This is an optimization exercise on Yosys and OpenROAD, whose aim is small area and a short achievable clock period, not a production implementation. Only simulation tests tie the RTL to the original design; equivalence was not proved.

== raven ==
Design ntt_butterfly, start of the top module:
module ntt_butterfly
#(
    parameter REG_SIZE = 23
)
(
    input  wire                 clk,
    input  wire                 reset_n,
    input  wire                 zeroize,
    input  wire [2:0]           mode,
    input  wire                 accumulate,
    input  wire                 mlkem,
    input  wire  [REG_SIZE-1:0] opu_i,
    input  wire  [REG_SIZE-1:0] opv_i,
    input  wire  [REG_SIZE-1:0] opw_i,
    output logic [REG_SIZE-1:0] u_o,
    output logic [REG_SIZE-1:0] v_o,
    output logic [REG_SIZE-1:0] pwm_res_o,
    output logic [REG_SIZE-1:0] pairwm_mul_red_o
);
Size in the first run: roughly 200 flip-flops, about 38,000 µm² of cells after synthesis.
export LEC_CHECK = 0
export CAP_MARGIN = 20
export CORE_MARGIN = 2
export CORE_UTILIZATION = 40
export SLEW_MARGIN = 20
create_clock -name core_clock -period 13.0 [get_ports {clk}]
standard.sh (not shown) runs the stock make flow with config.mk's settings and CLKGATE_MAP_FILE= SYNTH_SCRIPT=/design/flow/synth_recipe.tcl, a recipe that flattens the netlist after the stock synthesis.
==> flow/flow/run.sh <==
#!/bin/bash
# Standard layout, with repair_timing aiming for a larger setup slack margin.
set -euo pipefail
bash standard.sh SETUP_SLACK_MARGIN=7 finish > standard.log 2>&1
Relative to raven, the following input files were edited for ember:
# raven
export LEC_CHECK = 0
export CAP_MARGIN = 20
export CORE_MARGIN = 2
export CORE_UTILIZATION = 40
export SLEW_MARGIN = 20
create_clock -name core_clock -period 13.0 [get_ports {clk}]
# ember
export LEC_CHECK = 0
export ABC_CLOCK_PERIOD_IN_PS = 5000
export CAP_MARGIN = 20
export CORE_MARGIN = 2
export CORE_UTILIZATION = 40
export SETUP_SLACK_MARGIN = 5
export SLEW_MARGIN = 20
create_clock -name core_clock -period 13.0 [get_ports {clk}]
==> flow/run.sh (new file) <==
#!/bin/bash
# synth_recipe.tcl (not shown) runs the flow's synth.tcl, then flattens the netlist and writes it again
# the make line also repeats each setting of config.mk as NAME=value (left out here)
make -C /OpenROAD-flow-scripts/flow DESIGN_CONFIG=/design/flow/config.mk WORK_HOME=/design/flow/orfs CLKGATE_MAP_FILE= SYNTH_SCRIPT=/design/flow/synth_recipe.tcl finish
removed: flow/flow/run.sh
removed: flow/standard.sh
## What came out
- When the final numbers for raven and ember were put side by side, the count of vias placed by the detailed router turned out to be smaller in ember.
- Going from raven to ember, layout buffer count excluding clock buffers shrinks by 34%.
- Going from raven to ember, final cell count fell by 4.2%; layout net count fell about 4.7%; cell area now sits lower.
- Measured against each other, raven and ember differ in maximum frequency, the lower figure coming from ember.
- Of the two candidates, raven has the better final period demand of the worst path and ember the worse one.
- | depth of the critical timing path with buffers and inverters included | ember vs raven | about 13% lower |
- met1 track demand over resource is lower on ember
- Worst hold slack after final layout of ember is on par with raven.
### ember -> harbor
# ember
export LEC_CHECK = 0
export ABC_CLOCK_PERIOD_IN_PS = 5000
export CAP_MARGIN = 20
export CORE_MARGIN = 2
export CORE_UTILIZATION = 40
export SETUP_SLACK_MARGIN = 5
export SLEW_MARGIN = 20
create_clock -name core_clock -period 13.0 [get_ports {clk}]
# harbor
export LEC_CHECK = 0
export ABC_CLOCK_PERIOD_IN_PS = 5000
export CAP_MARGIN = 20
export CORE_MARGIN = 2
export CORE_UTILIZATION = 40
export SLEW_MARGIN = 20
create_clock -name core_clock -period 13.0 [get_ports {clk}]
==> notes.md <==
harbor ran to completion and came out clean on the timing, DRC and antenna checks.
Summary: with ember as the reference, wire length reported by the detailed router in harbor moved down by a little under 10%.
[inputs] juniper vs harbor
# harbor
export LEC_CHECK = 0
export ABC_CLOCK_PERIOD_IN_PS = 5000
export CAP_MARGIN = 20
export CORE_MARGIN = 2
export CORE_UTILIZATION = 40
export SLEW_MARGIN = 20
create_clock -name core_clock -period 13.0 [get_ports {clk}]
# juniper
export LEC_CHECK = 0
export CAP_MARGIN = 20
export CORE_MARGIN = 2
export CORE_UTILIZATION = 40
export SLEW_MARGIN = 20
create_clock -name core_clock -period 13.0 [get_ports {clk}]
Findings:
- Fmax essentially unchanged between harbor and juniper.
- juniper against harbor: depth of the worst hold-timing path roughly the same, cell area held, biggest fanout along the worst timing path did not really move.
- There was hardly any difference in final routed wirelength across all metal layers between harbor and juniper.
- Slack of the critical path: harbor vs juniper identical
- juniper against harbor: die outline area flat, total global routing track utilization flat, met1 track demand over resource in global routing flat, antenna violation net count after detailed routing flat.

========
ntt_butterfly, a different RTL version from the one above (not shown whole).
For scale: ~5400 cells after synthesis, ~200 flip-flops, ~170 I/O pins, roughly 38000 um2 of cells after synthesis.
Settings: LEC_CHECK=0, ABC_AREA=1, CAP_MARGIN=20, CORE_MARGIN=2, CORE_UTILIZATION=40, SETUP_SLACK_MARGIN=5, SLEW_MARGIN=20; clock period 13.0 ns.
==> flow/flow/run.sh <==
#!/bin/bash
# Standard layout; the port buffers use the smallest buffer cell (the resizer
# still upsizes any that timing or slew needs).
set -euo pipefail
bash standard.sh "BUFFER_PORTS_ARGS=-buffer_cell sky130_fd_sc_hd__buf_1" finish > standard.log 2>&1
==> next run, changes <==
==> flow/flow/run.sh (replaced) <==
#!/bin/bash
# Standard layout; the port buffers use the smallest buffer cell (the resizer
# still upsizes any that timing or slew needs).
set -euo pipefail
bash standard.sh SETUP_SLACK_MARGIN=5.5 "BUFFER_PORTS_ARGS=-buffer_cell sky130_fd_sc_hd__buf_1" finish > standard.log 2>&1
=>
- wire length is lower by 0.80%
- global-route usage is lower by 0.12 points
- design area is higher by 5.3%
- register-to-register slack is better by 0.41 ns
- via count is higher by 0.82%
- area after synthesis stays the same
- final cell count is higher by 1.0%
- worst setup slack is better by 0.41 ns

========
Another version of the RTL of ntt_butterfly (not shown whole).
For scale: about 4400 cells after synthesis.
## ntt_butterfly
module ntt_butterfly
#(
    parameter REG_SIZE = 23
)
(
    input  wire                 clk,
    input  wire                 reset_n,
    input  wire                 zeroize,
    input  wire [2:0]           mode,
    input  wire                 accumulate,
    input  wire                 mlkem,
    input  wire  [REG_SIZE-1:0] opu_i,
    input  wire  [REG_SIZE-1:0] opv_i,
    input  wire  [REG_SIZE-1:0] opw_i,
    output logic [REG_SIZE-1:0] u_o,
    output logic [REG_SIZE-1:0] v_o,
    output logic [REG_SIZE-1:0] pwm_res_o,
    output logic [REG_SIZE-1:0] pairwm_mul_red_o
);
Settings: LEC_CHECK=0, CAP_MARGIN=20, CORE_MARGIN=2, CORE_UTILIZATION=40, SETUP_SLACK_MARGIN=3.5, SLEW_MARGIN=20; clock period 13.0 ns.
run.sh (not shown) runs the stock make flow with config.mk's settings and CLKGATE_MAP_FILE= SYNTH_SCRIPT=/design/flow/synth_recipe.tcl, a recipe that flattens the netlist after the stock synthesis.
Stock flow here: none of the scripts above is used.
The starting point finished with timing, DRC and antenna clean.
==> next run, changes <==
--- a/flow/config.mk
+++ b/flow/config.mk
@@ -11 +11 @@
-export SETUP_SLACK_MARGIN = 3.5
+export SETUP_SLACK_MARGIN = 5
Critical path depth went up by 1. Non-clock buffer count went up by 142. Die area does not change. Sequential share of layout area went down by 0.70 points.

========
RTL: one of the versions met above, not the one the previous note started from.
Size: ~5,200 cells after synthesis, about 170 I/O pins, roughly 37,000 um^2 of cells after synthesis.
export LEC_CHECK = 0
export ABC_AREA = 1
export CAP_MARGIN = 20
export CORE_MARGIN = 2
export CORE_UTILIZATION = 40
export SETUP_SLACK_MARGIN = 5
export SLEW_MARGIN = 20
export TNS_END_PERCENT = 10
create_clock -name core_clock -period 13.0 [get_ports {clk}]
standard.sh (not shown) runs the stock make flow with config.mk's settings and CLKGATE_MAP_FILE= SYNTH_SCRIPT=/design/flow/synth_recipe.tcl, a recipe that flattens the netlist after the stock synthesis.
==> flow/flow/run.sh <==
#!/bin/bash
# Standard synthesis, then a netlist pass that re-balances the inverters around
# the full-adder cells (flow/fixfa.py, logic unchanged), then the standard
# layout with port buffers of the smallest buffer cell and a larger setup
# slack margin for repair_timing. Each tool's output goes to its own log here.
set -euo pipefail
R=orfs/results/sky130hd/ntt_butterfly/base
ARGS=("BUFFER_PORTS_ARGS=-buffer_cell sky130_fd_sc_hd__buf_1")
bash standard.sh "${ARGS[@]}" synth > synth.log 2>&1
cp "$R/1_2_yosys.v" "$R/1_2_yosys.std.v"
python3 flow/fixfa.py "$R/1_2_yosys.std.v" "$R/1_2_yosys.v" > fixfa.log 2>&1
rm -f "$R/1_synth.odb" "$R/1_synth.sdc"
bash standard.sh "${ARGS[@]}" finish > standard.log 2>&1
Other scripts of this flow, unchanged in this note and not shown: flow/flow/fixfa.py
Rerun with:
--- a/flow/config.mk
+++ b/flow/config.mk
@@ -12,3 +12,2 @@
 export SETUP_SLACK_MARGIN = 5
 export SLEW_MARGIN = 20
-export TNS_END_PERCENT = 10
After rerunning: The changed run completed without violations. Area after synthesis is unchanged. Wire length is about the same. First-iteration DRC count drops by 7.9%. Cell area stays flat. Count of clock-buffer cells in the layout stays the same. Worst setup slack gains 0.0065 ns. Final cell count hardly moves. Critical path depth does not change. Via count stays flat. Global-route usage is about the same. Fmax is about the same.
Rerun with:
--- a/flow/config.mk
+++ b/flow/config.mk
@@ -12,2 +12,3 @@
 export SETUP_SLACK_MARGIN = 5
 export SLEW_MARGIN = 20
+export TNS_END_PERCENT = 40
Utilization shrinks by 0.52 points.
Via count went down by 0.69%.
Count of clock-buffer cells in the layout stays the same.
Setup slack is worse by 0.10 ns.
Non-clock buffer count goes down by 20.
Die area is unchanged.
Global-route usage barely changes.

re-timing with driven ports:
The flow's constraints put no driver on any port. The routed layouts listed below were extracted and timed again, unchanged, in two steps.
Step 1 assumes that a clkbuf_16 drives the clock port and a buf_2 every other input.
Step 2 moves the port delays by t, midway between the first and last clock arrival at a register: inputs arrive t later, outputs are due t later. That takes back most of the time a late clock gives input paths.
a / b / c = ideal ports / drivers / drivers and shift; a / b = the first two.
run	t (ns)	setup WS [ns]	worst register clock-pin slew, ns	worst slew at a driven data input, ns
raven	0.653	4.874 / 4.874 / 4.626	0.07 / 0.07	0.06
ember	0.659	4.686 / 4.686 / 4.617	0.07 / 0.07	0.13
harbor	0.641	1.557 / 1.557 / 1.557	0.08 / 0.08	0.04
juniper	0.641	1.557 / 1.557 / 1.557	0.08 / 0.08	0.04
the first run of note 2	0.652	5.158 / 5.158 / 5.158	0.07 / 0.07	0.05
the second run of note 2	0.653	5.569 / 5.569 / 5.569	0.07 / 0.07	0.05
the first run of note 3	0.633	2.492 / 2.492 / 2.492	0.07 / 0.07	0.06
the second run of note 3	0.639	2.324 / 2.324 / 2.324	0.08 / 0.08	0.06
the first run of note 4	0.657	5.154 / 5.154 / 5.154	0.07 / 0.07	0.04
the second run of note 4	0.657	5.161 / 5.161 / 5.161	0.07 / 0.07	0.05
the third run of note 4	0.658	5.058 / 4.991 / 5.058	0.07 / 0.07	0.04
After both steps setup and hold are still met in every run listed. For raven, which loses most, drivers alone change the setup slack by 0.000 ns; drivers and shift together by -0.248 ns.
